Context: an optimization exercise on an open-source flow, tuned for small area. The choices shown serve that exercise and are no tape-out recipe. Function was checked by simulation only, so behaviour that the tests miss may differ from the original. Power is estimated from default activity; no workload was simulated.

$ cat flow/config.mk
export PLATFORM = sky130hd
export DESIGN_NAME = parser_wrapper
export DESIGN_NICKNAME = parser_wrapper
export VERILOG_FILES = /design/flow/design.v
export SDC_FILE = /design/flow/constraint.sdc
export NUM_CORES = 4
export LEC_CHECK = 0
export CAP_MARGIN = 20
export CORE_AREA = 5 5 355 355
export DIE_AREA = 0 0 360 360
export SLEW_MARGIN = 20
export BUFFER_PORTS_ARGS = -buffer_cell sky130_fd_sc_hd__buf_1
export CTS_ARGS = -root_buf sky130_fd_sc_hd__clkbuf_2 -buf_list sky130_fd_sc_hd__clkbuf_2 -dont_use_dummy_load -repair_clock_nets
$ cat flow/constraint.sdc
create_clock -name core_clock -period 5.0 [get_ports {CLK}]
set_input_delay 1.0000 -clock core_clock [delete_from_list [all_inputs] [get_ports {CLK}]]
set_output_delay 1.0000 -clock core_clock [all_outputs]
set_load 0.01 [all_outputs]
$ cat flow/design.v
`timescale  1ns/1ns
`default_nettype wire
module parser_wrapper #(
  parameter C_BUS_DATA_WIDTH = 512                 ,
  parameter C_BUS_KEEP_WIDTH = (C_BUS_DATA_WIDTH/8)
) (
  input  wire                        CLK              ,
  input  wire                        RST_N            ,
  input  wire [C_BUS_DATA_WIDTH-1:0] IN_PACKET_TDATA  ,
  output wire                        IN_PACKET_TREADY ,
  input  wire                        IN_PACKET_TVALID ,
  input  wire                        IN_PACKET_TLAST  ,
  input  wire [C_BUS_KEEP_WIDTH-1:0] IN_PACKET_TKEEP  ,
  output wire [C_BUS_DATA_WIDTH-1:0] OUT_PACKET_TDATA ,
  input  wire                        OUT_PACKET_TREADY,
  output wire                        OUT_PACKET_TVALID,
  output wire                        OUT_PACKET_TLAST ,
  output wire [C_BUS_KEEP_WIDTH-1:0] OUT_PACKET_TKEEP ,
  output wire                        RULE_TDATA       ,
  output wire                        RULE_TVALID
);
  assign OUT_PACKET_TDATA  = IN_PACKET_TDATA;
  assign IN_PACKET_TREADY  = OUT_PACKET_TREADY;
  assign OUT_PACKET_TVALID = IN_PACKET_TVALID;
  assign OUT_PACKET_TLAST  = IN_PACKET_TLAST;
  assign OUT_PACKET_TKEEP  = IN_PACKET_TKEEP;
  wire [7:0] B [0:63];
  genvar g;
  generate
    for (g = 0; g < 64; g = g + 1) begin : g_byte
      assign B[g] = IN_PACKET_TDATA[8*g+:8];
    end
  endgenerate
  wire [15:0] w12 = {B[12], B[13]};
  wire [15:0] w16 = {B[16], B[17]};
  wire [15:0] w20 = {B[20], B[21]};
  wire e12_v4   = w12 == 16'h0800;
  wire e12_v6   = w12 == 16'h86DD;
  wire e12_vlan = w12 == 16'h8100;
  wire e16_v4   = w16 == 16'h0800;
  wire e16_v6   = w16 == 16'h86DD;
  wire e16_vlan = w16 == 16'h8100;
  wire e20_v4   = w20 == 16'h0800;
  wire e20_v6   = w20 == 16'h86DD;
  wire [60:0] p53;
  generate
    for (g = 0; g < 61; g = g + 1) begin : g_p53
      assign p53[g] = ({B[g], B[g+1]} == 16'h0035) || ({B[g+2], B[g+3]} == 16'h0035);
    end
  endgenerate
  wire t1 = e12_v4                 && B[23] == 8'h11 && p53[34];
  wire t2 = e12_vlan && e16_v4     && B[27] == 8'h11 && p53[38];
  wire t3 = e16_vlan && e20_v4     && B[31] == 8'h11 && p53[42];
  wire t4 = e12_v6                 && B[18] == 8'h11 && p53[52];
  wire t5 = e12_vlan && e16_v6     && B[22] == 8'h11 && p53[56];
  wire t6 = e16_vlan && e20_v6     && B[26] == 8'h11 && p53[60];
  wire verdict = t1 | t2 | t3 | t4 | t5 | t6;
  wire take = IN_PACKET_TVALID & OUT_PACKET_TREADY;
  reg in_pkt;
  reg valid1;
  reg rule_valid;
  always @(posedge CLK or negedge RST_N) begin
    if(~RST_N) begin
      in_pkt     <= 1'b0;
      valid1     <= 1'b0;
      rule_valid <= 1'b0;
    end else begin
      if(take)
        in_pkt <= ~IN_PACKET_TLAST;
      valid1     <= take & ~in_pkt;
      rule_valid <= valid1;
    end
  end
  reg rule1;
  reg rule;
  always @(posedge CLK) begin
    rule1 <= verdict;
    rule  <= rule1;
  end
  assign RULE_TDATA  = rule;
  assign RULE_TVALID = rule_valid;
endmodule
$ cat flow/flow/run.sh
#!/bin/bash
# Standard ORFS layout with two changes:
#  - flow/extra.mk is added to config.mk: the port buffers are the smallest
#    buffer (buf_1), and the clock tree options;
#  - after the standard synthesis, the gates that compute the verdict are
#    replaced by a hand-mapped NAND/NOR netlist (flow/gen_logic.py), proven
#    equivalent with Yosys before it is used.  Registers are untouched.
set -euo pipefail
W="$(cd "$(dirname "$0")/.." && pwd)"
cd "$W"
cat flow/extra.mk >> config.mk
bash standard.sh synth > synth.log 2>&1
R="$W/orfs/results/${FLOW_PLATFORM:-sky130hd}/parser_wrapper/base"
LIB=/OpenROAD-flow-scripts/flow/platforms/sky130hd/lib/sky130_fd_sc_hd__tt_025C_1v80.lib
cp "$R/1_2_yosys.v" "$W/synth_standard.v"
if python3 flow/remap.py "$W/synth_standard.v" "$W/synth_remap.v" verdict > remap.log 2>&1; then
  sed "s#LIBFILE#$LIB#;s#OLDNET#$W/synth_standard.v#;s#NEWNET#$W/synth_remap.v#" flow/eqv.ys > eqv_run.ys
  if yosys -q eqv_run.ys > eqv.log 2>&1; then
    echo "equivalent: using the hand-mapped netlist" >> remap.log
    cp "$W/synth_remap.v" "$R/1_2_yosys.v"
    touch "$R/1_2_yosys.v"
  else
    echo "not proven equivalent: keeping the standard netlist" >> remap.log
  fi
fi
bash standard.sh > layout.log 2>&1
$ cat flow/flow/areas.json
{"sky130_fd_sc_hd__a2111o_1": 11.2608, "sky130_fd_sc_hd__a2111o_2": 12.512, "sky130_fd_sc_hd__a2111o_4": 21.2704, "sky130_fd_sc_hd__a2111oi_0": 8.7584, "sky130_fd_sc_hd__a2111oi_1": 10.0096, "sky130_fd_sc_hd__a2111oi_2": 15.0144, "sky130_fd_sc_hd__a2111oi_4": 27.5264, "sky130_fd_sc_hd__a211o_1": 8.7584, "sky130_fd_sc_hd__a211o_2": 10.0096, "sky130_fd_sc_hd__a211o_4": 17.5168, "sky130_fd_sc_hd__a211oi_1": 7.5072, "sky130_fd_sc_hd__a211oi_2": 12.512, "sky130_fd_sc_hd__a211oi_4": 20.0192, "sky130_fd_sc_hd__a21bo_1": 10.0096, "sky130_fd_sc_hd__a21bo_2": 10.0096, "sky130_fd_sc_hd__a21bo_4": 16.2656, "sky130_fd_sc_hd__a21boi_0": 7.5072, "sky130_fd_sc_hd__a21boi_1": 7.5072, "sky130_fd_sc_hd__a21boi_2": 11.2608, "sky130_fd_sc_hd__a21boi_4": 18.768, "sky130_fd_sc_hd__a21o_1": 7.5072, "sky130_fd_sc_hd__a21o_2": 8.7584, "sky130_fd_sc_hd__a21o_4": 15.0144, "sky130_fd_sc_hd__a21oi_1": 5.0048, "sky130_fd_sc_hd__a21oi_2": 8.7584, "sky130_fd_sc_hd__a21oi_4": 16.2656, "sky130_fd_sc_hd__a221o_1": 10.0096, "sky130_fd_sc_hd__a221o_2": 11.2608, "sky130_fd_sc_hd__a221o_4": 21.2704, "sky130_fd_sc_hd__a221oi_1": 8.7584, "sky130_fd_sc_hd__a221oi_2": 15.0144, "sky130_fd_sc_hd__a221oi_4": 26.2752, "sky130_fd_sc_hd__a222oi_1": 10.0096, "sky130_fd_sc_hd__a22o_1": 8.7584, "sky130_fd_sc_hd__a22o_2": 10.0096, "sky130_fd_sc_hd__a22o_4": 17.5168, "sky130_fd_sc_hd__a22oi_1": 7.5072, "sky130_fd_sc_hd__a22oi_2": 12.512, "sky130_fd_sc_hd__a22oi_4": 21.2704, "sky130_fd_sc_hd__a2bb2o_1": 10.0096, "sky130_fd_sc_hd__a2bb2o_2": 11.2608, "sky130_fd_sc_hd__a2bb2o_4": 20.0192, "sky130_fd_sc_hd__a2bb2oi_1": 8.7584, "sky130_fd_sc_hd__a2bb2oi_2": 15.0144, "sky130_fd_sc_hd__a2bb2oi_4": 26.2752, "sky130_fd_sc_hd__a311o_1": 10.0096, "sky130_fd_sc_hd__a311o_2": 11.2608, "sky130_fd_sc_hd__a311o_4": 20.0192, "sky130_fd_sc_hd__a311oi_1": 8.7584, "sky130_fd_sc_hd__a311oi_2": 15.0144, "sky130_fd_sc_hd__a311oi_4": 26.2752, "sky130_fd_sc_hd__a31o_1": 8.7584, "sky130_fd_sc_hd__a31o_2": 8.7584, "sky130_fd_sc_hd__a31o_4": 17.5168, "sky130_fd_sc_hd__a31oi_1": 6.256, "sky130_fd_sc_hd__a31oi_2": 12.512, "sky130_fd_sc_hd__a31oi_4": 21.2704, "sky130_fd_sc_hd__a32o_1": 10.0096, "sky130_fd_sc_hd__a32o_2": 11.2608, "sky130_fd_sc_hd__a32o_4": 21.2704, "sky130_fd_sc_hd__a32oi_1": 8.7584, "sky130_fd_sc_hd__a32oi_2": 16.2656, "sky130_fd_sc_hd__a32oi_4": 27.5264, "sky130_fd_sc_hd__a41o_1": 10.0096, "sky130_fd_sc_hd__a41o_2": 11.2608, "sky130_fd_sc_hd__a41o_4": 21.2704, "sky130_fd_sc_hd__a41oi_1": 8.7584, "sky130_fd_sc_hd__a41oi_2": 16.2656, "sky130_fd_sc_hd__a41oi_4": 27.5264, "sky130_fd_sc_hd__and2_0": 6.256, "sky130_fd_sc_hd__and2_1": 6.256, "sky130_fd_sc_hd__and2_2": 7.5072, "sky130_fd_sc_hd__and2_4": 8.7584, "sky130_fd_sc_hd__and2b_1": 7.5072, "sky130_fd_sc_hd__and2b_2": 8.7584, "sky130_fd_sc_hd__and2b_4": 10.0096, "sky130_fd_sc_hd__and3_1": 6.256, "sky130_fd_sc_hd__and3_2": 7.5072, "sky130_fd_sc_hd__and3_4": 11.2608, "sky130_fd_sc_hd__and3b_1": 8.7584, "sky130_fd_sc_hd__and3b_2": 10.0096, "sky130_fd_sc_hd__and3b_4": 12.512, "sky130_fd_sc_hd__and4_1": 8.7584, "sky130_fd_sc_hd__and4_2": 10.0096, "sky130_fd_sc_hd__and4_4": 11.2608, "sky130_fd_sc_hd__and4b_1": 10.0096, "sky130_fd_sc_hd__and4b_2": 11.2608, "sky130_fd_sc_hd__and4b_4": 13.7632, "sky130_fd_sc_hd__and4bb_1": 12.512, "sky130_fd_sc_hd__and4bb_2": 12.512, "sky130_fd_sc_hd__and4bb_4": 16.2656, "sky130_fd_sc_hd__buf_1": 3.7536, "sky130_fd_sc_hd__buf_12": 20.0192, "sky130_fd_sc_hd__buf_16": 27.5264, "sky130_fd_sc_hd__buf_2": 5.0048, "sky130_fd_sc_hd__buf_4": 7.5072, "sky130_fd_sc_hd__buf_6": 11.2608, "sky130_fd_sc_hd__buf_8": 15.0144, "sky130_fd_sc_hd__bufbuf_16": 32.5312, "sky130_fd_sc_hd__bufbuf_8": 18.768, "sky130_fd_sc_hd__bufinv_16": 30.0288, "sky130_fd_sc_hd__bufinv_8": 17.5168, "sky130_fd_sc_hd__clkbuf_1": 3.7536, "sky130_fd_sc_hd__clkbuf_16": 25.024, "sky130_fd_sc_hd__clkbuf_2": 5.0048, "sky130_fd_sc_hd__clkbuf_4": 7.5072, "sky130_fd_sc_hd__clkbuf_8": 13.7632, "sky130_fd_sc_hd__clkdlybuf4s15_1": 10.0096, "sky130_fd_sc_hd__clkdlybuf4s15_2": 11.2608, "sky130_fd_sc_hd__clkdlybuf4s18_1": 10.0096, "sky130_fd_sc_hd__clkdlybuf4s18_2": 10.0096, "sky130_fd_sc_hd__clkdlybuf4s25_1": 10.0096, "sky130_fd_sc_hd__clkdlybuf4s25_2": 10.0096, "sky130_fd_sc_hd__clkdlybuf4s50_1": 10.0096, "sky130_fd_sc_hd__clkdlybuf4s50_2": 11.2608, "sky130_fd_sc_hd__clkinv_1": 3.7536, "sky130_fd_sc_hd__clkinv_16": 30.0288, "sky130_fd_sc_hd__clkinv_2": 5.0048, "sky130_fd_sc_hd__clkinv_4": 8.7584, "sky130_fd_sc_hd__clkinv_8": 16.2656, "sky130_fd_sc_hd__clkinvlp_2": 5.0048, "sky130_fd_sc_hd__clkinvlp_4": 7.5072, "sky130_fd_sc_hd__conb_1": 3.7536, "sky130_fd_sc_hd__decap_12": 15.0144, "sky130_fd_sc_hd__decap_3": 3.7536, "sky130_fd_sc_hd__decap_4": 5.0048, "sky130_fd_sc_hd__decap_6": 7.5072, "sky130_fd_sc_hd__decap_8": 10.0096, "sky130_fd_sc_hd__dfbbn_1": 32.5312, "sky130_fd_sc_hd__dfbbn_2": 35.0336, "sky130_fd_sc_hd__dfbbp_1": 32.5312, "sky130_fd_sc_hd__dfrbp_1": 28.7776, "sky130_fd_sc_hd__dfrbp_2": 30.0288, "sky130_fd_sc_hd__dfrtn_1": 25.024, "sky130_fd_sc_hd__dfrtp_1": 25.024, "sky130_fd_sc_hd__dfrtp_2": 26.2752, "sky130_fd_sc_hd__dfrtp_4": 28.7776, "sky130_fd_sc_hd__dfsbp_1": 28.7776, "sky130_fd_sc_hd__dfsbp_2": 30.0152, "sky130_fd_sc_hd__dfstp_1": 26.2752, "sky130_fd_sc_hd__dfstp_2": 26.2752, "sky130_fd_sc_hd__dfstp_4": 30.0288, "sky130_fd_sc_hd__dfxbp_1": 23.7728, "sky130_fd_sc_hd__dfxbp_2": 26.2752, "sky130_fd_sc_hd__dfxtp_1": 20.0192, "sky130_fd_sc_hd__dfxtp_2": 21.2704, "sky130_fd_sc_hd__dfxtp_4": 23.7728, "sky130_fd_sc_hd__diode_2": 2.5024, "sky130_fd_sc_hd__dlclkp_1": 17.5168, "sky130_fd_sc_hd__dlclkp_2": 18.768, "sky130_fd_sc_hd__dlclkp_4": 21.2704, "sky130_fd_sc_hd__dlrbn_1": 21.2704, "sky130_fd_sc_hd__dlrbn_2": 22.5216, "sky130_fd_sc_hd__dlrbp_1": 21.2704, "sky130_fd_sc_hd__dlrbp_2": 22.5216, "sky130_fd_sc_hd__dlrtn_1": 17.5168, "sky130_fd_sc_hd__dlrtn_2": 17.5168, "sky130_fd_sc_hd__dlrtn_4": 20.0192, "sky130_fd_sc_hd__dlrtp_1": 16.2656, "sky130_fd_sc_hd__dlrtp_2": 17.5168, "sky130_fd_sc_hd__dlrtp_4": 20.0192, "sky130_fd_sc_hd__dlxbn_1": 18.768, "sky130_fd_sc_hd__dlxbn_2": 21.2704, "sky130_fd_sc_hd__dlxbp_1": 18.768, "sky130_fd_sc_hd__dlxtn_1": 15.0144, "sky130_fd_sc_hd__dlxtn_2": 16.2656, "sky130_fd_sc_hd__dlxtn_4": 18.768, "sky130_fd_sc_hd__dlxtp_1": 15.0144, "sky130_fd_sc_hd__dlygate4sd1_1": 8.7584, "sky130_fd_sc_hd__dlygate4sd2_1": 8.7584, "sky130_fd_sc_hd__dlygate4sd3_1": 10.0096, "sky130_fd_sc_hd__dlymetal6s2s_1": 12.512, "sky130_fd_sc_hd__dlymetal6s4s_1": 12.512, "sky130_fd_sc_hd__dlymetal6s6s_1": 12.512, "sky130_fd_sc_hd__ebufn_1": 10.0096, "sky130_fd_sc_hd__ebufn_2": 11.2608, "sky130_fd_sc_hd__ebufn_4": 16.2656, "sky130_fd_sc_hd__ebufn_8": 26.2752, "sky130_fd_sc_hd__edfxbp_1": 32.5312, "sky130_fd_sc_hd__edfxtp_1": 30.0288, "sky130_fd_sc_hd__einvn_0": 5.0048, "sky130_fd_sc_hd__einvn_1": 6.256, "sky130_fd_sc_hd__einvn_2": 8.7584, "sky130_fd_sc_hd__einvn_4": 13.7632, "sky130_fd_sc_hd__einvn_8": 22.5216, "sky130_fd_sc_hd__einvp_1": 6.256, "sky130_fd_sc_hd__einvp_2": 8.7584, "sky130_fd_sc_hd__einvp_4": 13.7632, "sky130_fd_sc_hd__einvp_8": 22.5216, "sky130_fd_sc_hd__fa_1": 20.0192, "sky130_fd_sc_hd__fa_2": 22.5216, "sky130_fd_sc_hd__fa_4": 27.5264, "sky130_fd_sc_hd__fah_1": 33.7824, "sky130_fd_sc_hd__fahcin_1": 33.7824, "sky130_fd_sc_hd__fahcon_1": 33.7824, "sky130_fd_sc_hd__ha_1": 12.512, "sky130_fd_sc_hd__ha_2": 15.0144, "sky130_fd_sc_hd__ha_4": 25.024, "sky130_fd_sc_hd__inv_1": 3.7536, "sky130_fd_sc_hd__inv_12": 16.2656, "sky130_fd_sc_hd__inv_16": 20.0192, "sky130_fd_sc_hd__inv_2": 3.7536, "sky130_fd_sc_hd__inv_4": 6.256, "sky130_fd_sc_hd__inv_6": 8.7584, "sky130_fd_sc_hd__inv_8": 11.2608, "sky130_fd_sc_hd__lpflow_bleeder_1": 7.5072, "sky130_fd_sc_hd__lpflow_clkbufkapwr_1": 3.7536, "sky130_fd_sc_hd__lpflow_clkbufkapwr_16": 25.024, "sky130_fd_sc_hd__lpflow_clkbufkapwr_2": 5.0048, "sky130_fd_sc_hd__lpflow_clkbufkapwr_4": 7.5072, "sky130_fd_sc_hd__lpflow_clkbufkapwr_8": 13.7632, "sky130_fd_sc_hd__lpflow_clkinvkapwr_1": 3.7536, "sky130_fd_sc_hd__lpflow_clkinvkapwr_16": 30.0288, "sky130_fd_sc_hd__lpflow_clkinvkapwr_2": 5.0048, "sky130_fd_sc_hd__lpflow_clkinvkapwr_4": 8.7584, "sky130_fd_sc_hd__lpflow_clkinvkapwr_8": 16.2656, "sky130_fd_sc_hd__lpflow_decapkapwr_12": 15.0144, "sky130_fd_sc_hd__lpflow_decapkapwr_3": 3.7536, "sky130_fd_sc_hd__lpflow_decapkapwr_4": 5.0048, "sky130_fd_sc_hd__lpflow_decapkapwr_6": 7.5072, "sky130_fd_sc_hd__lpflow_decapkapwr_8": 10.0096, "sky130_fd_sc_hd__lpflow_inputiso0n_1": 6.256, "sky130_fd_sc_hd__lpflow_inputiso0p_1": 7.5072, "sky130_fd_sc_hd__lpflow_inputiso1n_1": 7.5072, "sky130_fd_sc_hd__lpflow_inputiso1p_1": 6.256, "sky130_fd_sc_hd__lpflow_inputisolatch_1": 13.7632, "sky130_fd_sc_hd__lpflow_isobufsrc_1": 6.256, "sky130_fd_sc_hd__lpflow_isobufsrc_16": 45.0432, "sky130_fd_sc_hd__lpflow_isobufsrc_2": 8.7584, "sky130_fd_sc_hd__lpflow_isobufsrc_4": 13.7632, "sky130_fd_sc_hd__lpflow_isobufsrc_8": 23.7728, "sky130_fd_sc_hd__lpflow_isobufsrckapwr_16": 38.7872, "sky130_fd_sc_hd__lpflow_lsbuf_lh_hl_isowell_tap_1": 35.0336, "sky130_fd_sc_hd__lpflow_lsbuf_lh_hl_isowell_tap_2": 35.0336, "sky130_fd_sc_hd__lpflow_lsbuf_lh_hl_isowell_tap_4": 40.0384, "sky130_fd_sc_hd__lpflow_lsbuf_lh_isowell_4": 40.0384, "sky130_fd_sc_hd__lpflow_lsbuf_lh_isowell_tap_1": 35.0336, "sky130_fd_sc_hd__lpflow_lsbuf_lh_isowell_tap_2": 35.0336, "sky130_fd_sc_hd__lpflow_lsbuf_lh_isowell_tap_4": 40.0384, "sky130_fd_sc_hd__macro_sparecell": 36.2848, "sky130_fd_sc_hd__maj3_1": 10.0096, "sky130_fd_sc_hd__maj3_2": 11.2608, "sky130_fd_sc_hd__maj3_4": 13.7632, "sky130_fd_sc_hd__mux2_1": 11.2608, "sky130_fd_sc_hd__mux2_2": 11.2608, "sky130_fd_sc_hd__mux2_4": 15.0144, "sky130_fd_sc_hd__mux2_8": 26.2752, "sky130_fd_sc_hd__mux2i_1": 10.0096, "sky130_fd_sc_hd__mux2i_2": 13.7632, "sky130_fd_sc_hd__mux2i_4": 22.5216, "sky130_fd_sc_hd__mux4_1": 26.2752, "sky130_fd_sc_hd__mux4_2": 22.5216, "sky130_fd_sc_hd__mux4_4": 25.024, "sky130_fd_sc_hd__nand2_1": 3.7536, "sky130_fd_sc_hd__nand2_2": 6.256, "sky130_fd_sc_hd__nand2_4": 11.2608, "sky130_fd_sc_hd__nand2_8": 20.0192, "sky130_fd_sc_hd__nand2b_1": 6.256, "sky130_fd_sc_hd__nand2b_2": 8.7584, "sky130_fd_sc_hd__nand2b_4": 13.7632, "sky130_fd_sc_hd__nand3_1": 5.0048, "sky130_fd_sc_hd__nand3_2": 10.0096, "sky130_fd_sc_hd__nand3_4": 17.5168, "sky130_fd_sc_hd__nand3b_1": 7.5072, "sky130_fd_sc_hd__nand3b_2": 11.2608, "sky130_fd_sc_hd__nand3b_4": 20.0192, "sky130_fd_sc_hd__nand4_1": 6.256, "sky130_fd_sc_hd__nand4_2": 12.512, "sky130_fd_sc_hd__nand4_4": 21.2704, "sky130_fd_sc_hd__nand4b_1": 8.7584, "sky130_fd_sc_hd__nand4b_2": 15.0144, "sky130_fd_sc_hd__nand4b_4": 23.7728, "sky130_fd_sc_hd__nand4bb_1": 11.2608, "sky130_fd_sc_hd__nand4bb_2": 16.2656, "sky130_fd_sc_hd__nand4bb_4": 27.5264, "sky130_fd_sc_hd__nor2_1": 3.7536, "sky130_fd_sc_hd__nor2_2": 6.256, "sky130_fd_sc_hd__nor2_4": 11.2608, "sky130_fd_sc_hd__nor2_8": 20.0192, "sky130_fd_sc_hd__nor2b_1": 6.256, "sky130_fd_sc_hd__nor2b_2": 8.7584, "sky130_fd_sc_hd__nor2b_4": 13.7632, "sky130_fd_sc_hd__nor3_1": 5.0048, "sky130_fd_sc_hd__nor3_2": 10.0096, "sky130_fd_sc_hd__nor3_4": 16.2656, "sky130_fd_sc_hd__nor3b_1": 7.5072, "sky130_fd_sc_hd__nor3b_2": 12.512, "sky130_fd_sc_hd__nor3b_4": 18.768, "sky130_fd_sc_hd__nor4_1": 6.256, "sky130_fd_sc_hd__nor4_2": 12.512, "sky130_fd_sc_hd__nor4_4": 21.2704, "sky130_fd_sc_hd__nor4b_1": 8.7584, "sky130_fd_sc_hd__nor4b_2": 15.0144, "sky130_fd_sc_hd__nor4b_4": 23.7728, "sky130_fd_sc_hd__nor4bb_1": 10.0096, "sky130_fd_sc_hd__nor4bb_2": 16.2656, "sky130_fd_sc_hd__nor4bb_4": 25.024, "sky130_fd_sc_hd__o2111a_1": 11.2608, "sky130_fd_sc_hd__o2111a_2": 12.512, "sky130_fd_sc_hd__o2111a_4": 20.0192, "sky130_fd_sc_hd__o2111ai_1": 8.7584, "sky130_fd_sc_hd__o2111ai_2": 15.0144, "sky130_fd_sc_hd__o2111ai_4": 26.2752, "sky130_fd_sc_hd__o211a_1": 10.0096, "sky130_fd_sc_hd__o211a_2": 10.0096, "sky130_fd_sc_hd__o211a_4": 17.5168, "sky130_fd_sc_hd__o211ai_1": 7.5072, "sky130_fd_sc_hd__o211ai_2": 12.512, "sky130_fd_sc_hd__o211ai_4": 21.2704, "sky130_fd_sc_hd__o21a_1": 7.5072, "sky130_fd_sc_hd__o21a_2": 8.7584, "sky130_fd_sc_hd__o21a_4": 15.0144, "sky130_fd_sc_hd__o21ai_0": 5.0048, "sky130_fd_sc_hd__o21ai_1": 5.0048, "sky130_fd_sc_hd__o21ai_2": 8.7584, "sky130_fd_sc_hd__o21ai_4": 16.2656, "sky130_fd_sc_hd__o21ba_1": 10.0096, "sky130_fd_sc_hd__o21ba_2": 10.0096, "sky130_fd_sc_hd__o21ba_4": 16.2656, "sky130_fd_sc_hd__o21bai_1": 7.5072, "sky130_fd_sc_hd__o21bai_2": 11.2608, "sky130_fd_sc_hd__o21bai_4": 18.768, "sky130_fd_sc_hd__o221a_1": 11.2608, "sky130_fd_sc_hd__o221a_2": 11.2608, "sky130_fd_sc_hd__o221a_4": 20.0192, "sky130_fd_sc_hd__o221ai_1": 8.7584, "sky130_fd_sc_hd__o221ai_2": 15.0144, "sky130_fd_sc_hd__o221ai_4": 26.2752, "sky130_fd_sc_hd__o22a_1": 8.7584, "sky130_fd_sc_hd__o22a_2": 10.0096, "sky130_fd_sc_hd__o22a_4": 17.5168, "sky130_fd_sc_hd__o22ai_1": 6.256, "sky130_fd_sc_hd__o22ai_2": 12.512, "sky130_fd_sc_hd__o22ai_4": 20.0192, "sky130_fd_sc_hd__o2bb2a_1": 10.0096, "sky130_fd_sc_hd__o2bb2a_2": 11.2608, "sky130_fd_sc_hd__o2bb2a_4": 20.0192, "sky130_fd_sc_hd__o2bb2ai_1": 8.7584, "sky130_fd_sc_hd__o2bb2ai_2": 15.0144, "sky130_fd_sc_hd__o2bb2ai_4": 27.5264, "sky130_fd_sc_hd__o311a_1": 10.0096, "sky130_fd_sc_hd__o311a_2": 11.2608, "sky130_fd_sc_hd__o311a_4": 21.2704, "sky130_fd_sc_hd__o311ai_0": 8.7584, "sky130_fd_sc_hd__o311ai_1": 8.7584, "sky130_fd_sc_hd__o311ai_2": 16.2656, "sky130_fd_sc_hd__o311ai_4": 26.2752, "sky130_fd_sc_hd__o31a_1": 8.7584, "sky130_fd_sc_hd__o31a_2": 10.0096, "sky130_fd_sc_hd__o31a_4": 17.5168, "sky130_fd_sc_hd__o31ai_1": 7.5072, "sky130_fd_sc_hd__o31ai_2": 12.512, "sky130_fd_sc_hd__o31ai_4": 21.2704, "sky130_fd_sc_hd__o32a_1": 10.0096, "sky130_fd_sc_hd__o32a_2": 11.2608, "sky130_fd_sc_hd__o32a_4": 22.5216, "sky130_fd_sc_hd__o32ai_1": 8.7584, "sky130_fd_sc_hd__o32ai_2": 16.2656, "sky130_fd_sc_hd__o32ai_4": 27.5264, "sky130_fd_sc_hd__o41a_1": 11.2608, "sky130_fd_sc_hd__o41a_2": 12.512, "sky130_fd_sc_hd__o41a_4": 21.2704, "sky130_fd_sc_hd__o41ai_1": 8.7584, "sky130_fd_sc_hd__o41ai_2": 16.2656, "sky130_fd_sc_hd__o41ai_4": 27.5264, "sky130_fd_sc_hd__or2_0": 6.256, "sky130_fd_sc_hd__or2_1": 6.256, "sky130_fd_sc_hd__or2_2": 6.256, "sky130_fd_sc_hd__or2_4": 8.7584, "sky130_fd_sc_hd__or2b_1": 7.5072, "sky130_fd_sc_hd__or2b_2": 8.7584, "sky130_fd_sc_hd__or2b_4": 11.2608, "sky130_fd_sc_hd__or3_1": 6.256, "sky130_fd_sc_hd__or3_2": 7.5072, "sky130_fd_sc_hd__or3_4": 11.2608, "sky130_fd_sc_hd__or3b_1": 8.7584, "sky130_fd_sc_hd__or3b_2": 8.7584, "sky130_fd_sc_hd__or3b_4": 11.2608, "sky130_fd_sc_hd__or4_1": 7.5072, "sky130_fd_sc_hd__or4_2": 8.7584, "sky130_fd_sc_hd__or4_4": 11.2608, "sky130_fd_sc_hd__or4b_1": 10.0096, "sky130_fd_sc_hd__or4b_2": 10.0096, "sky130_fd_sc_hd__or4b_4": 13.7632, "sky130_fd_sc_hd__or4bb_1": 11.2608, "sky130_fd_sc_hd__or4bb_2": 12.512, "sky130_fd_sc_hd__or4bb_4": 15.0144, "sky130_fd_sc_hd__probe_p_8": 15.0144, "sky130_fd_sc_hd__probec_p_8": 15.0144, "sky130_fd_sc_hd__sdfbbn_1": 38.7872, "sky130_fd_sc_hd__sdfbbn_2": 41.2896, "sky130_fd_sc_hd__sdfbbp_1": 38.7872, "sky130_fd_sc_hd__sdfrbp_1": 35.0336, "sky130_fd_sc_hd__sdfrbp_2": 36.2848, "sky130_fd_sc_hd__sdfrtn_1": 31.28, "sky130_fd_sc_hd__sdfrtp_1": 31.28, "sky130_fd_sc_hd__sdfrtp_2": 32.5312, "sky130_fd_sc_hd__sdfrtp_4": 35.0336, "sky130_fd_sc_hd__sdfsbp_1": 36.2848, "sky130_fd_sc_hd__sdfsbp_2": 38.7872, "sky130_fd_sc_hd__sdfstp_1": 33.7824, "sky130_fd_sc_hd__sdfstp_2": 35.0336, "sky130_fd_sc_hd__sdfstp_4": 37.536, "sky130_fd_sc_hd__sdfxbp_1": 30.0288, "sky130_fd_sc_hd__sdfxbp_2": 32.5312, "sky130_fd_sc_hd__sdfxtp_1": 26.2752, "sky130_fd_sc_hd__sdfxtp_2": 27.5264, "sky130_fd_sc_hd__sdfxtp_4": 30.0288, "sky130_fd_sc_hd__sdlclkp_1": 18.768, "sky130_fd_sc_hd__sdlclkp_2": 20.0192, "sky130_fd_sc_hd__sdlclkp_4": 22.5216, "sky130_fd_sc_hd__sedfxbp_1": 38.7872, "sky130_fd_sc_hd__sedfxbp_2": 41.2896, "sky130_fd_sc_hd__sedfxtp_1": 36.2848, "sky130_fd_sc_hd__sedfxtp_2": 37.536, "sky130_fd_sc_hd__sedfxtp_4": 40.0384, "sky130_fd_sc_hd__xnor2_1": 8.7584, "sky130_fd_sc_hd__xnor2_2": 16.2656, "sky130_fd_sc_hd__xnor2_4": 27.5264, "sky130_fd_sc_hd__xnor3_1": 22.5216, "sky130_fd_sc_hd__xnor3_2": 23.7728, "sky130_fd_sc_hd__xnor3_4": 26.2752, "sky130_fd_sc_hd__xor2_1": 8.7584, "sky130_fd_sc_hd__xor2_2": 16.2656, "sky130_fd_sc_hd__xor2_4": 27.5264, "sky130_fd_sc_hd__xor3_1": 23.7728, "sky130_fd_sc_hd__xor3_2": 25.024, "sky130_fd_sc_hd__xor3_4": 27.5264}
$ cat flow/flow/eqv.ys
read_liberty -ignore_miss_func LIBFILE
read_verilog OLDNET
rename parser_wrapper gold
read_verilog NEWNET
rename parser_wrapper gate
flatten
async2sync
opt_clean
equiv_make gold gate equiv
hierarchy -top equiv
equiv_simple
equiv_induct
equiv_status -assert
$ cat flow/flow/extra.mk
export BUFFER_PORTS_ARGS = -buffer_cell sky130_fd_sc_hd__buf_1
export CTS_ARGS = -root_buf sky130_fd_sc_hd__clkbuf_2 -buf_list sky130_fd_sc_hd__clkbuf_2 -dont_use_dummy_load -repair_clock_nets
$ cat flow/flow/gen_logic.py
"""Hand-mapped sky130hd gates for the DNS verdict.

Builds the verdict of README's six terms from single-polarity NAND/NOR trees,
shared sub-terms and an a222oi/nand2 top.  Each signal carries a polarity:
'H' (1 when its condition holds) or 'L' (0 when it holds).
"""
from functools import lru_cache

AREA = {'nand2': 3.7536, 'nand3': 5.0048, 'nand4': 6.256, 'nor2': 3.7536,
        'nor3': 5.0048, 'nor4': 6.256, 'nand2b': 6.256, 'nand3b': 7.5072,
        'nand4b': 8.7584, 'nor2b': 6.256, 'nor3b': 7.5072, 'nor4b': 8.7584,
        'nor4bb': 10.0096, 'inv': 3.7536, 'o22ai': 6.256, 'a222oi': 10.0096}
CELL = {'nand2': 'nand2_1', 'nand3': 'nand3_1', 'nand4': 'nand4_1',
        'nor2': 'nor2_1', 'nor3': 'nor3_1', 'nor4': 'nor4_1',
        'nand2b': 'nand2b_1', 'nand3b': 'nand3b_1', 'nand4b': 'nand4b_1',
        'nor2b': 'nor2b_1', 'nor3b': 'nor3b_1', 'nor4b': 'nor4b_1',
        'nor4bb': 'nor4bb_1', 'inv': 'inv_1', 'o22ai': 'o22ai_1',
        'a222oi': 'a222oi_1'}
# pins: inputs in order (inverted-input pins listed first for b-variants
# taking L signals in the nand-b case and H signals in the nor-b case)
PINS = {'nand2': 'A B', 'nand3': 'A B C', 'nand4': 'A B C D',
        'nor2': 'A B', 'nor3': 'A B C', 'nor4': 'A B C D',
        'nand2b': 'A_N B', 'nand3b': 'A_N B C', 'nand4b': 'A_N B C D',
        'nor2b': 'B_N A', 'nor3b': 'C_N A B', 'nor4b': 'D_N A B C',
        'nor4bb': 'C_N D_N A B', 'inv': 'A', 'o22ai': 'A1 A2 B1 B2',
        'a222oi': 'A1 A2 B1 B2 C1 C2'}

# AND moves: (H taken, L taken, output polarity, gate); for b-variants the
# "odd" inputs come first in PINS.
MOVES = []
for k in (2, 3, 4):
    MOVES.append((k, 0, 'L', f'nand{k}'))
    MOVES.append((0, k, 'H', f'nor{k}'))
MOVES += [(1, 1, 'L', 'nand2b'), (2, 1, 'L', 'nand3b'), (3, 1, 'L', 'nand4b'),
          (1, 1, 'H', 'nor2b'), (1, 2, 'H', 'nor3b'), (1, 3, 'H', 'nor4b'),
          (2, 2, 'H', 'nor4bb')]


@lru_cache(None)
def best(h, l, p):
    if h + l == 1:
        if (h == 1) == (p == 'H'):
            return (0.0, ())
        return (AREA['inv'], ('inv',))
    res = (1e9, ())
    for ch, cl, op, g in MOVES:
        if ch <= h and cl <= l:
            nh, nl = h - ch + (op == 'H'), l - cl + (op == 'L')
            r = best(nh, nl, p)
            c = r[0] + AREA[g]
            if c < res[0] - 1e-9:
                res = (c, ((ch, cl, op, g),) + r[1])
    return res


class Net:
    def __init__(self):
        self.cells = []   # (gate, out, [ins])
        self.n = 0

    def gate(self, g, ins):
        self.n += 1
        out = f'hm_{self.n}'
        self.cells.append((g, out, list(ins)))
        return out

    def AND(self, sigs, p):
        """sigs: list of (name, pol); returns name of a signal of polarity p
        that is true iff all conditions hold."""
        H = [s for s, q in sigs if q == 'H']
        L = [s for s, q in sigs if q == 'L']
        cost, moves = best(len(H), len(L), p)
        for mv in moves:
            if mv == 'inv':
                src = H.pop(0) if H else L.pop(0)
                o = self.gate('inv', [src])
                (L if H == [] and p == 'L' else H).append(o) if False else None
                return o
            ch, cl, op, g = mv
            hs, H = H[:ch], H[ch:]
            ls, L = L[:cl], L[cl:]
            # odd inputs first: nand-b takes the L one inverted; nor-b the H ones
            if g.startswith('nand'):
                ins = ls + hs
            else:
                ins = hs + ls
            o = self.gate(g, ins)
            (H if op == 'H' else L).append(o)
        return (H + L)[0]

    def area(self):
        return sum(AREA[g] for g, _, _ in self.cells)


def bit(b, k):
    return f'IN_PACKET_TDATA[{8 * b + k}]'


def lits(b, v, skip=()):
    """conditions for byte b == v, as (signal, polarity)"""
    return [(bit(b, k), 'H' if (v >> k) & 1 else 'L') for k in range(8)
            if k not in skip]


def build(out_name='verdict'):
    N = Net()
    # shared pieces
    z13 = [(N.gate('nor4', [bit(13, k) for k in (7, 6, 5, 4)]), 'H'),
           (N.gate('nor4', [bit(13, k) for k in (3, 2, 1, 0)]), 'H')]
    z17 = [(N.gate('nor4', [bit(17, k) for k in (7, 6, 5, 4)]), 'H'),
           (N.gate('nor4', [bit(17, k) for k in (3, 2, 1, 0)]), 'H')]
    c = {b: (N.gate('nor3', [bit(b, 6), bit(b, 5), bit(b, 4)]), 'H')
         for b in (12, 16, 20)}
    C = (4, 5, 6)   # bits covered by c[b]

    def pair(i):
        sig = []
        for j in (i, i + 2):
            z = [N.gate('nor4', [bit(j, k) for k in (7, 6, 5, 4)]),
                 N.gate('nor4', [bit(j, k) for k in (3, 2, 1, 0)]),
                 N.gate('nor4', [bit(j + 1, k) for k in (7, 6, 3, 1)])]
            nz = N.gate('nand3', z)
            no = N.gate('nand4', [bit(j + 1, k) for k in (5, 4, 2, 0)])
            sig += [nz, no]
        return N.gate('o22ai', sig)   # H

    e12vl = N.AND([c[12]] + lits(12, 0x81, C) + z13, 'L')
    e16vl = N.AND([c[16]] + lits(16, 0x81, C) + z17, 'L')
    hdr = {}
    hdr[1] = N.AND([c[12]] + lits(12, 0x08, C) + z13 + lits(23, 0x11), 'H')
    hdr[4] = N.AND([c[12]] + lits(12, 0x86, C) + lits(13, 0xDD) + lits(18, 0x11), 'H')
    hdr[2] = N.AND([(e12vl, 'L'), c[16]] + lits(16, 0x08, C) + z17 + lits(27, 0x11), 'H')
    hdr[5] = N.AND([(e12vl, 'L'), c[16]] + lits(16, 0x86, C) + lits(17, 0xDD) + lits(22, 0x11), 'H')
    hdr[3] = N.AND([(e16vl, 'L'), c[20]] + lits(20, 0x08, C) + lits(21, 0x00) + lits(31, 0x11), 'H')
    hdr[6] = N.AND([(e16vl, 'L'), c[20]] + lits(20, 0x86, C) + lits(21, 0xDD) + lits(26, 0x11), 'H')
    p = {1: pair(34), 2: pair(38), 3: pair(42), 4: pair(52), 5: pair(56), 6: pair(60)}
    a = N.gate('a222oi', [p[1], hdr[1], p[2], hdr[2], p[3], hdr[3]])
    b = N.gate('a222oi', [p[4], hdr[4], p[5], hdr[5], p[6], hdr[6]])
    N.cells.append(('nand2', out_name, [a, b]))
    return N


# ---- reference and gate simulation -------------------------------------
def ref(d):
    B = lambda i: (d >> (8 * i)) & 0xff
    W = lambda i: (B(i) << 8) | B(i + 1)
    p53 = lambda i: W(i) == 0x35 or W(i + 2) == 0x35
    return int((W(12) == 0x0800 and B(23) == 0x11 and p53(34)) or
               (W(12) == 0x8100 and W(16) == 0x0800 and B(27) == 0x11 and p53(38)) or
               (W(16) == 0x8100 and W(20) == 0x0800 and B(31) == 0x11 and p53(42)) or
               (W(12) == 0x86DD and B(18) == 0x11 and p53(52)) or
               (W(12) == 0x8100 and W(16) == 0x86DD and B(22) == 0x11 and p53(56)) or
               (W(16) == 0x8100 and W(20) == 0x86DD and B(26) == 0x11 and p53(60)))


FUN = {
    'nand2': lambda A, B: 1 - (A & B), 'nand3': lambda A, B, C: 1 - (A & B & C),
    'nand4': lambda A, B, C, D: 1 - (A & B & C & D),
    'nor2': lambda A, B: 1 - (A | B), 'nor3': lambda A, B, C: 1 - (A | B | C),
    'nor4': lambda A, B, C, D: 1 - (A | B | C | D),
    'inv': lambda A: 1 - A,
    'o22ai': lambda A1, A2, B1, B2: 1 - ((A1 | A2) & (B1 | B2)),
    'a222oi': lambda A1, A2, B1, B2, C1, C2: 1 - ((A1 & A2) | (B1 & B2) | (C1 & C2)),
}
PF = {'nand2b': lambda A_N, B: 1 - ((1 - A_N) & B),
      'nand3b': lambda A_N, B, C: 1 - ((1 - A_N) & B & C),
      'nand4b': lambda A_N, B, C, D: 1 - ((1 - A_N) & B & C & D),
      'nor2b': lambda B_N, A: 1 - (A | (1 - B_N)),
      'nor3b': lambda C_N, A, B: 1 - (A | B | (1 - C_N)),
      'nor4b': lambda D_N, A, B, C: 1 - (A | B | C | (1 - D_N)),
      'nor4bb': lambda C_N, D_N, A, B: 1 - (A | B | (1 - C_N) | (1 - D_N))}
FUN.update(PF)


def sim(N, d):
    v = {}
    def get(s):
        if s.startswith('IN_PACKET_TDATA['):
            return (d >> int(s[16:-1])) & 1
        return v[s]
    for g, o, ins in N.cells:
        v[o] = FUN[g](*[get(s) for s in ins])
    return v


def emit(N, prefix='hm'):
    lines = []
    for i, (g, o, ins) in enumerate(N.cells):
        pins = PINS[g].split()
        outp = 'Y'
        conns = ', '.join(f'.{p}({s})' for p, s in zip(pins, ins))
        lines.append(f'  sky130_fd_sc_hd__{CELL[g]} {prefix}_c{i} ({conns}, .{outp}({o}));')
    wires = [o for _, o, _ in N.cells if o.startswith('hm_')]
    return wires, lines


if __name__ == '__main__':
    import random
    N = build()
    print('cells', len(N.cells), 'area', round(N.area() + 3.7536, 2))
    rnd = random.Random(1)
    hits = 0
    for t in range(200000):
        d = rnd.getrandbits(512)
        # sprinkle like the testbench so every term gets exercised
        def put16(d, i, v):
            d &= ~(0xffff << (8 * i)); return d | (((v >> 8) | ((v & 0xff) << 8)) << (8 * i))
        for s in (12, 16, 20):
            r = rnd.randrange(8)
            if r < 2: d = put16(d, s, 0x0800)
            elif r < 4: d = put16(d, s, 0x86dd)
            elif r < 6: d = put16(d, s, 0x8100)
        for i in range(3):
            if rnd.random() < .5: d = (d & ~(0xff << 8 * (23 + 4 * i))) | (0x11 << 8 * (23 + 4 * i))
            if rnd.random() < .5: d = (d & ~(0xff << 8 * (18 + 4 * i))) | (0x11 << 8 * (18 + 4 * i))
        for i in (34, 36, 38, 40, 42, 44, 52, 54, 56, 58, 60, 62):
            if rnd.random() < .25: d = put16(d, i, 0x0035)
        if rnd.random() < .5:
            d ^= 1 << rnd.randrange(96, 512)
        r = ref(d); hits += r
        if sim(N, d)['verdict'] != r:
            print('MISMATCH', hex(d)); break
    else:
        print('ok, matches', hits)
$ cat flow/flow/remap.py
"""Replace the gates that compute one net of a Yosys netlist with the
hand-mapped gates from gen_logic.py.

usage: remap.py IN.v OUT.v [NET]
The gates removed are those in NET's fan-in cone (stopping at ports and
flip-flops) that drive nothing outside it.  Prints the area removed and added.
"""
import re, sys, json, os
sys.path.insert(0, os.path.dirname(os.path.abspath(__file__)))
import gen_logic

src, dst = sys.argv[1], sys.argv[2]
net = sys.argv[3] if len(sys.argv) > 3 else 'verdict'
text = open(src).read()

# instances: "  sky130_fd_sc_hd__X name (\n    .P(n),\n ... );"
inst_re = re.compile(r'^  (sky130_fd_sc_hd__\w+) (\S+)\s*\((.*?)\);\n', re.S | re.M)
pin_re = re.compile(r'\.(\w+)\(([^()]*)\)')
OUTPINS = {'X', 'Y', 'Q', 'Q_N', 'HI', 'LO'}
insts = []
for m in inst_re.finditer(text):
    pins = {p: n.strip() for p, n in pin_re.findall(m.group(3))}
    insts.append(dict(type=m.group(1), name=m.group(2), pins=pins,
                      span=m.span()))
driver = {}
loads = {}
for i, c in enumerate(insts):
    for p, n in c['pins'].items():
        if p in OUTPINS:
            driver[n] = i
        else:
            loads.setdefault(n, []).append(i)
# assigns also read nets
assign_reads = set(re.findall(r'^\s*assign\s+\S+\s*=\s*([^;]+);', text, re.M))
seq = lambda c: 'df' in c['type'] or 'latch' in c['type'] or 'dl' in c['type'].split('__')[1][:2]

cone = set()
stack = [net]
while stack:
    n = stack.pop()
    i = driver.get(n)
    if i is None or i in cone or seq(insts[i]):
        continue
    cone.add(i)
    for p, m in insts[i]['pins'].items():
        if p not in OUTPINS:
            stack.append(m)
# keep cells whose outputs are read outside the cone
changed = True
while changed:
    changed = False
    for i in list(cone):
        outs = [n for p, n in insts[i]['pins'].items() if p in OUTPINS]
        for o in outs:
            if o == net:
                continue
            if any(j not in cone for j in loads.get(o, [])) or o in assign_reads \
                    or re.search(r'\boutput\b[^;]*\b' + re.escape(o) + r'\b', text):
                cone.discard(i); changed = True
                break
A = json.load(open(os.path.join(os.path.dirname(os.path.abspath(__file__)), 'areas.json')))
removed = sum(A[insts[i]['type']] for i in cone)

N = gen_logic.build(net)
wires, lines = gen_logic.emit(N)
added = N.area() + gen_logic.AREA['nand2']
# splice
out = []
pos = 0
for i in sorted(cone, key=lambda i: insts[i]['span'][0]):
    s, e = insts[i]['span']
    out.append(text[pos:s]); pos = e
out.append(text[pos:])
new = ''.join(out)
decl = ''.join(f'  wire {w};\n' for w in wires)
body = '\n'.join(lines) + '\n'
new = re.sub(r'\nendmodule', '\n' + body + 'endmodule', new, count=1)
# wire declarations after the port list
k = new.index(');\n', new.index('module ')) + 3
new = new[:k] + decl + new[k:]
open(dst, 'w').write(new)
print(f'removed {len(cone)} cells, {removed:.2f} um2; added {len(N.cells)} cells, {added:.2f} um2')
$ cat flow/standard.sh
#!/bin/bash
# synth_recipe.tcl (not shown) runs the flow's synth.tcl, then flattens the netlist and writes it again
# the make line also repeats each setting of config.mk as NAME=value (left out here)
make -C /OpenROAD-flow-scripts/flow DESIGN_CONFIG=/design/flow/config.mk WORK_HOME=/design/flow/orfs CLKGATE_MAP_FILE= SYNTH_SCRIPT=/design/flow/synth_recipe.tcl "${@:-finish}"
==> results of run 1 <==
final timing paths:
kind,start,endpoint,depth (start not counted)
setup reg to reg,in_pkt$_DFFE_PN0P_,in_pkt$_DFFE_PN0P_,2
setup / recovery,IN_PACKET_TDATA[111],rule1$_DFF_P_,8
hold reg to reg,rule1$_DFF_P_,rule$_DFF_P_,0
min in group asynchronous,RST_N,valid1$_DFF_PN0_,1
hold / removal,rule1$_DFF_P_,rule$_DFF_P_,0
max in group asynchronous,RST_N,rule_valid$_DFF_PN0_,1
power by group:
part	internal [mW]	switching [mW]
combinational	0.106	0.363
clock	0.0161	0.0153
sequential	0.0423	0.00101
through the flow:
step / std cells / cell area (µm²) / util / setup slack, ns
3_5_place_dp: 2349 / 5144 / 0.04226 / 1.233
6_report: 2403 / 5286 / 0.04343 / 1.875
2_1_floorplan: 715 / 5233 / - / 2.698
4_1_cts: 2352 / 5159 / 0.04238 / 1.453
5_1_grt: 2357 / 5171 / 0.04249 / 1.529
3_3_place_gp: 2349 / 5144 / 0.04226 / 1.216
flip-flops by register name, summed over array words and instances, names as in the netlist:
| signal | cells |
|---|---|
| rule1 | 1 |
| valid1 | 1 |
| rule | 1 |
| rule_valid | 1 |
| in_pkt | 1 |
placed cells by master, fill, tap and decap left out:
cell type	n
nor4_2	1
o22ai_1	6
buf_4	3
diode_2	51
nor3_1	5
nor2_1	4
clkbuf_2	3
dfrtp_1	3
nand2_1	7
dfxtp_1	2
buf_1	585
o21ai_0	1
nor4_1	61
nand4_1	27
a222oi_1	2
nand3_1	17
cell type report:
type                    instances  area [µm²]
repair buffers                588        2218
flip-flops and latches          5       115.1
diodes                         51       127.6
clock buffers                   3       15.01
multi-input cells             131       777.0
well taps                    1625        2033
fillers                     14726      116400
worst reg2reg max path: cells and delay by family (launching register included):
family           cells  cell delay, ns
flip-flops           1            0.37
AO/OA/AOI/OAI        1            0.08
AND/OR/NAND/NOR      1            0.06
routing by layer:
metal | vias to the layer above | wire length (µm) | GRT usage
li1 | 1916 | - | -
met1 | 2370 | 31360 | 0.1314
met2 | 964 | 55070 | 0.2856
met3 | 130 | 28960 | 0.2081
met4 | 96 | 849 | 0.008315
met5 | - | 755 | 0.009078
==> qor.csv, run 1 <==
metric,value,unit
clk_path_buf_depth,2,
die_h,360,µm
path_cells,buf_1 -> nor4_1 -> nand4_1 -> nor2_1 -> nand4_1 -> nor4_1 -> a222oi_1 -> nand2_1,
synth_cells,715,
dp.final_hpwl,114600,µm
rsz0062_at_grt,no,
io_buffers,585,
cp_slowest_cell,nor4_1,
cts-root-buf,clkbuf_2,
ir_drop,0.04465,mV
clk_latency,0.22,ns
endpoint_kind,register,
ant_nets,0,
cp.required,5.15,ns
via_per_inst,2.279,
grt_max_degree,5,
slew_headroom,0.4055,
die_area,0.1296,mm²
report.final.hold_viol_count,0,
cts.clk_slew.worst_paths,0.05,ns
antenna_found_initial,119,
fin_nets,1310,
vias,5476,
cts_buffers,3,
critical_path_buf_inv_count,1,
start_util,0.04299,
crit_path_start_kind,input port,
tightest_slew,0.8917,ns
crit_arrival,3.27,ns
routed_wl,117000,µm
cts_tree,done,
area_growth,1.028,%
fp.coreArea,0.1217,mm²
io_pins,1162,
drive_gt1_frac,0.009629,
max_freq,320.0,MHz
p_total,0.5437,mW
power_density,102.8,mW/mm²
critical_path.max_fanout,3,
grt_pass1_vias,4998,
avgSynthCellArea,7.318,µm²
netlist_area,0.005233,mm²
cts_hold_buffers,0,
clkSinkCount,5,
hold_path_class,reg2reg,
cts_setup_buffers,0,
cts_resized,0,
drtIter0Drc,494,
setup_tns,0,ns
setup_viol,0,
slowest_delay,0.67,ns
crit_type,in2reg,
p_leak,0.8456,nW
drc,0,
track_usage,0.1703,
grt_pass1_wl,130300,µm
syn_nets,1296,
cts_max_level,1,
r2r_slack,4.37,ns
finalCriticalPeriod,3.125,ns
dr.pass1.iters,5,
routedWlPerCell,48.69,µm
fp-row-count,128,
whs,0.3295,ns
max-cap-violations,0,
routabilityCongestion,0.9419,
cp_top_family,simple AND/OR/NAND/NOR gates,
period_share,0.6249,
ys_warn_count,1,
status,no timing/DRC/antenna violations,
fin_worst_skew,0.0001011,ns
overflow,0,
maxSlewViolCount,0,
die_x,360,µm
==> inputs of run 2 (changes only) <==
==> flow/flow/extra.mk (replaced) <==
export BUFFER_PORTS_ARGS = -buffer_cell sky130_fd_sc_hd__buf_1
export CTS_ARGS = -root_buf sky130_fd_sc_hd__clkbuf_2 -buf_list sky130_fd_sc_hd__clkbuf_2 -dont_use_dummy_load -repair_clock_nets
export GPL_KEEP_OVERFLOW = 0
--- a/flow/config.mk
+++ b/flow/config.mk
@@ -11,3 +11,4 @@
 export SLEW_MARGIN = 20
 export BUFFER_PORTS_ARGS = -buffer_cell sky130_fd_sc_hd__buf_1
 export CTS_ARGS = -root_buf sky130_fd_sc_hd__clkbuf_2 -buf_list sky130_fd_sc_hd__clkbuf_2 -dont_use_dummy_load -repair_clock_nets
+export GPL_KEEP_OVERFLOW = 0
==> qor.csv, run 2 <==
metric,value,unit,change
status,no timing/DRC/antenna violations,,
setup_viol,0,,unchanged
clkSinkCount,5,,unchanged
cts.clk_slew.worst_paths,0.05,ns,about the same
power_density,102.4,mW/mm²,-0.45%
cts-root-buf,clkbuf_2,,
ant_nets,0,,unchanged
synth_cells,715,,unchanged
vias,5316,,-2.9%
drtIter0Drc,458,,-7.3%
syn_nets,1296,,unchanged
antenna_found_initial,103,,-13%
ys_warn_count,1,,unchanged
place_ws,0.9336,ns,-0.2995 ns
report.final.hold_viol_count,0,,unchanged
cts_setup_buffers,0,,unchanged
fin_nets,1308,,-0.15%
layout_commonest_cell,buf_1,,
grt_pass1_vias,5019,,+0.42%
finalCriticalPeriod,3.321,ns,+0.1967 ns
dp.cells,2347,,-0.085%
cts_resized,0,,unchanged
io_pins,1162,,unchanged
grt_max_degree,5,,unchanged
max_freq,301.1,MHz,-5.9%
drc,0,,unchanged
cts_max_level,1,,unchanged
clk_path_buf_depth,2,,unchanged
die_area,0.1296,mm²,unchanged
final-instance-count-excl-fill,2402,,-0.042%
critical_path.max_fanout,3,,unchanged
fp.coreArea,0.1217,mm²,unchanged
maxSlewViolCount,0,,unchanged
whs,0.3378,ns,+0.008306 ns
fin_worst_skew,0.00008137,ns,-0.00001973 ns
avgSynthCellArea,7.318,µm²,unchanged
dp.final_hpwl,114700,µm,about the same
netlist_area,0.005233,mm²,unchanged
tightest_slew,0.8521,ns,-0.03958 ns
p_total,0.5406,mW,-0.57%
dr.pass1.iters,5,,unchanged
routabilityCongestion,0.9418,,about the same
start_util,0.04299,,unchanged
slew_headroom,0.4319,,+0.02639
fp-row-count,128,,unchanged
final_cell_mix,"585 x buf_1, 60 x nor4_1, 27 x nand4_1, 17 x nand3_1, 7 x nand2_1",,
overflow,0,,unchanged
cp.required,5.14,ns,about the same
crit_arrival,3.46,ns,+0.19 ns
grt_pass1_wl,130300,µm,about the same
cts_hold_buffers,0,,unchanged
period_share,0.6643,,+0.03935
ir_drop,0.04036,mV,-9.6%
crit_type,in2reg,,
rsz0062_at_grt,no,,
p_leak,0.8353,nW,-1.2%
cts_buffers,3,,unchanged
crit_path_start_kind,input port,,
die_x,360,µm,unchanged
final_area,0.005280,mm²,-0.12%
routedWlPerCell,48.65,µm,about the same
io_buffers,585,,unchanged
hold_path_class,reg2reg,,
endpoint_kind,register,,
track_usage,0.1704,,about the same
area_growth,0.9086,%,
max-cap-violations,0,,unchanged
die_h,360,µm,unchanged
routed_wl,116900,µm,-0.12%
clk_latency,0.22,ns,about the same
worst_slack,1.679,ns,-0.1967 ns
drive_gt1_frac,0.008276,,-0.001353
place_area,0.005135,mm²,-0.17%
cts_tree,done,,
via_per_inst,2.213,,-2.9%
==> run 2: power breakdown <==
part	leakage, nW	internal [mW]	switching [mW]
sequential	0.0550	0.0423	0.000906
clock	0.0128	0.0162	0.0155
combinational	0.767	0.106	0.360
==> run 2: critical path, stage by stage <==
cell	delay [ns]
buf_1	0.12
nor4_2	0.62
nand4_1	0.36
nor2_1	0.18
nand3_1	0.11
nor4_1	0.55
a222oi_1	0.32
nand2_1	0.19
==> run 2: final timing paths <==
| check | slack (ns) | end | from | depth (start not counted) |
|---|---|---|---|---|
| setup / recovery | 1.68 | rule1$_DFF_P_ | IN_PACKET_TDATA[143] | 8 |
| max in group asynchronous | 4.26 | in_pkt$_DFFE_PN0P_ | RST_N | 1 |
| hold reg to reg | 0.34 | rule$_DFF_P_ | rule1$_DFF_P_ | 0 |
| min in group asynchronous | 0.58 | valid1$_DFF_PN0_ | RST_N | 1 |
| setup reg to reg | 4.37 | in_pkt$_DFFE_PN0P_ | in_pkt$_DFFE_PN0P_ | 2 |
| hold / removal | 0.34 | rule$_DFF_P_ | rule1$_DFF_P_ | 0 |
==> run 2: cell type report <==
| cell class | instances | area, µm² |
|---|---|---|
| Clock buffer | 3 | 15.01 |
| Timing Repair Buffer | 586 | 2203 |
| Multi-Input combinational cell | 131 | 783.3 |
| Sequential cell | 5 | 115.1 |
| Tap cell | 1625 | 2033 |
| Antenna cell | 52 | 130.1 |
| Fill cell | 14753 | 116400 |
==> run 2: metrics by stage <==
stage	TNS, ns	utilization
detailed placement	0	0.04219
global placement	-0.1486	0.04202
CTS	0	0.04231
global route	0	0.04237
floorplan	0	-
finish	0	0.04338
==> run 2: routing by layer <==
metal | vias to the layer above | GRT usage | wire (µm)
met5 | - | 0.007262 | 612
li1 | 1915 | - | -
met2 | 898 | 0.2883 | 55420
met3 | 94 | 0.2120 | 28610
met4 | 78 | 0.002565 | 285
met1 | 2331 | 0.1294 | 31930
==> inputs of run 3 (changes only) <==
==> flow/config.mk (replaced) <==
export PLATFORM = sky130hd
export DESIGN_NAME = parser_wrapper
export DESIGN_NICKNAME = parser_wrapper
export VERILOG_FILES = /design/flow/design.v
export SDC_FILE = /design/flow/constraint.sdc
export NUM_CORES = 4
export LEC_CHECK = 0
export CAP_MARGIN = 5
export CORE_AREA = 5 5 325 325
export DIE_AREA = 0 0 330 330
export SLEW_MARGIN = 5
export BUFFER_PORTS_ARGS = -buffer_cell sky130_fd_sc_hd__buf_1
export CTS_ARGS = -root_buf sky130_fd_sc_hd__clkbuf_2 -buf_list sky130_fd_sc_hd__clkbuf_2 -dont_use_dummy_load -repair_clock_nets
export GPL_KEEP_OVERFLOW = 0
==> qor.csv, run 3 <==
metric,value,unit,change
status,no timing/DRC/antenna violations,,
hold_path_class,reg2reg,,
syn_nets,1296,,unchanged
critical_path_buf_inv_count,1,,unchanged
cts_max_level,1,,unchanged
start_util,0.05143,,+0.008440
cp_top_family,simple AND/OR/NAND/NOR gates,,
whs,0.3235,ns,-0.01430 ns
cts_setup_buffers,0,,unchanged
drc,0,,unchanged
slowest_delay,0.70,ns,+0.08 ns
via_per_inst,2.476,,+12%
max_freq,270.1,MHz,-10%
vias,5266,,-0.94%
grt_pass1_wl,118500,µm,-9.0%
grt_pass1_vias,5104,,+1.7%
slew_headroom,0.2341,,-0.1978
fin_worst_skew,0.00006120,ns,-0.00002016 ns
max-cap-violations,0,,unchanged
avgSynthCellArea,7.318,µm²,unchanged
ys_warn_count,1,,unchanged
final_cell_mix,"585 x buf_1, 60 x nor4_1, 27 x nand4_1, 17 x nand3_1, 7 x nand2_1",,
p_total,0.5213,mW,-3.6%
p_leak,0.8351,nW,about the same
crit_type,in2reg,,
drive_gt1_frac,0.008276,,unchanged
report.final.hold_viol_count,0,,unchanged
cts_resized,0,,unchanged
ir_drop,0.02549,mV,-37%
setup_tns,0,ns,unchanged
dp.final_hpwl,104700,µm,-8.7%
critical_path.max_fanout,3,,unchanged
drtIter0Drc,517,,+13%
cp_slowest_cell,nor4_1,,
dr.pass1.iters,5,,unchanged
crit_arrival,3.84,ns,+0.38 ns
seq_area,115.1,µm²,unchanged
die_x,330,µm,-8.3%
cp.required,5.14,ns,about the same
fp.coreArea,0.1017,mm²,-16%
multi_input_area,783.3,µm²,unchanged
power_density,106.1,mW/mm²,+3.6%
clk_path_buf_depth,2,,unchanged
place_ws,0.8291,ns,-0.1046 ns
path_cells,buf_1 -> nor3_1 -> nand2_1 -> nor4_1 -> nand4_1 -> nor3_1 -> nand4_1 -> nor4_1 -> a222oi_1 -> nand2_1,,
synth_cells,715,,unchanged
routedWlPerCell,50.49,µm,+3.8%
rsz0062_at_grt,no,,
cts-root-buf,clkbuf_2,,
clkSinkCount,5,,unchanged
tightest_slew,1.138,ns,+0.2861 ns
netlist_area,0.005233,mm²,unchanged
worst_slack,1.298,ns,-0.3808 ns
die_h,330,µm,-8.3%
cts.clk_slew.worst_paths,0.04,ns,about the same
overflow,0,,unchanged
period_share,0.7404,,+0.07617
die_area,0.1089,mm²,-16%
routabilityCongestion,0.9562,,+1.5%
io_pins,1162,,unchanged
final-instance-count-excl-fill,2127,,-11%
maxSlewViolCount,0,,unchanged
cts_tree,done,,
finalCriticalPeriod,3.702,ns,+0.3808 ns
clk_latency,0.21,ns,about the same
grt_max_degree,5,,unchanged
cts_buffers,3,,unchanged
dp.cells,2090,,-11%
antenna_found_initial,85,,-17%
setup_viol,0,,unchanged
fp-row-count,117,,-8.6%
layout_commonest_cell,buf_1,,
fillCellCount,12264,,-17%
cts_hold_buffers,0,,unchanged
area_growth,-6.098,%,
track_usage,0.1840,,+0.01364
endpoint_kind,register,,
crit_path_start_kind,input port,,
io_buffers,585,,unchanged
routed_wl,107400,µm,-8.1%
ant_nets,0,,unchanged
fin_nets,1308,,unchanged
[run 3: power breakdown]
group,total (mW),switching (mW),internal (mW)
registers,0.0431,0.000794,0.0423
clock network,0.0310,0.0148,0.0162
logic,0.447,0.341,0.106
[run 3: layer usage]
layer,share of wire,up-vias,GRT usage
li1,-,1877,-
met1,0.25,2284,0.1313
met2,0.46,883,0.3031
met3,0.27,134,0.2457
met4,0.0091,88,0.01423
met5,0.0081,-,0.02263
[run 3: worst paths after layout]
check | endpoint | cells past startpoint | start | slack (ns)
worst min-delay path | rule$_DFF_P_ | 0 | rule1$_DFF_P_ | 0.32
worst min register to register | rule$_DFF_P_ | 0 | rule1$_DFF_P_ | 0.32
max in group asynchronous | valid1$_DFF_PN0_ | 1 | RST_N | 4.25
min in group asynchronous | rule_valid$_DFF_PN0_ | 1 | RST_N | 0.59
worst max register to register | in_pkt$_DFFE_PN0P_ | 2 | in_pkt$_DFFE_PN0P_ | 4.38
worst max-delay path | rule1$_DFF_P_ | 10 | IN_PACKET_TDATA[134] | 1.30
[run 3: layout make-up]
| type | count | area share |
|---|---|---|
| diodes | 34 | 0.01732 |
| clock buffers | 3 | 0.003056 |
| multi-input cells | 131 | 0.1594 |
| flip-flops and latches | 5 | 0.02343 |
| well taps | 1368 | 0.3484 |
| repair buffers | 586 | 0.4484 |
[run 3: through the flow]
| stage | util | area, µm² |
|---|---|---|
| floorplan | - | 5233 |
| global placement | 0.04711 | 4793 |
| detailed placement | 0.04731 | 4813 |
| CTS | 0.04746 | 4828 |
| global route | 0.04761 | 4843 |
| finish | 0.04829 | 4913 |

==> what the ideal ports hide <==
Ports are ideal in the flow. The routed layouts listed here were re-timed in OpenROAD. Step 1 (the two cells are an assumption about what drives the block):
set clk [get_ports {CLK}]
set_driving_cell -lib_cell sky130_fd_sc_hd__clkbuf_16 $clk
set_driving_cell -lib_cell sky130_fd_sc_hd__buf_2 [delete_from_list [all_inputs] $clk]
Step 2 moves the port delays by t, midway between the first and last clock arrival at a register: inputs arrive t later, outputs are due t later. That takes back most of the time a late clock gives input paths. Three values: ideal, step 1, step 2; two values: the first two.
run | t (ns) | setup WS [ns] | clock arrival spread, ns | worst register clock-pin slew, ns
run 1 | 0.268 | 1.875 / 1.851 / 1.583 | 0.002 / 0.002 | 0.05 / 0.05
run 2 | 0.265 | 1.679 / 1.612 / 1.347 | 0.004 / 0.004 | 0.06 / 0.06
run 3 | 0.252 | 1.298 / 1.288 / 1.036 | 0.012 / 0.012 | 0.06 / 0.06
After both steps every run listed still meets setup and hold. The setup slack of run 2, which loses most, moves by -0.067 ns with the drivers and by -0.332 ns with both steps.
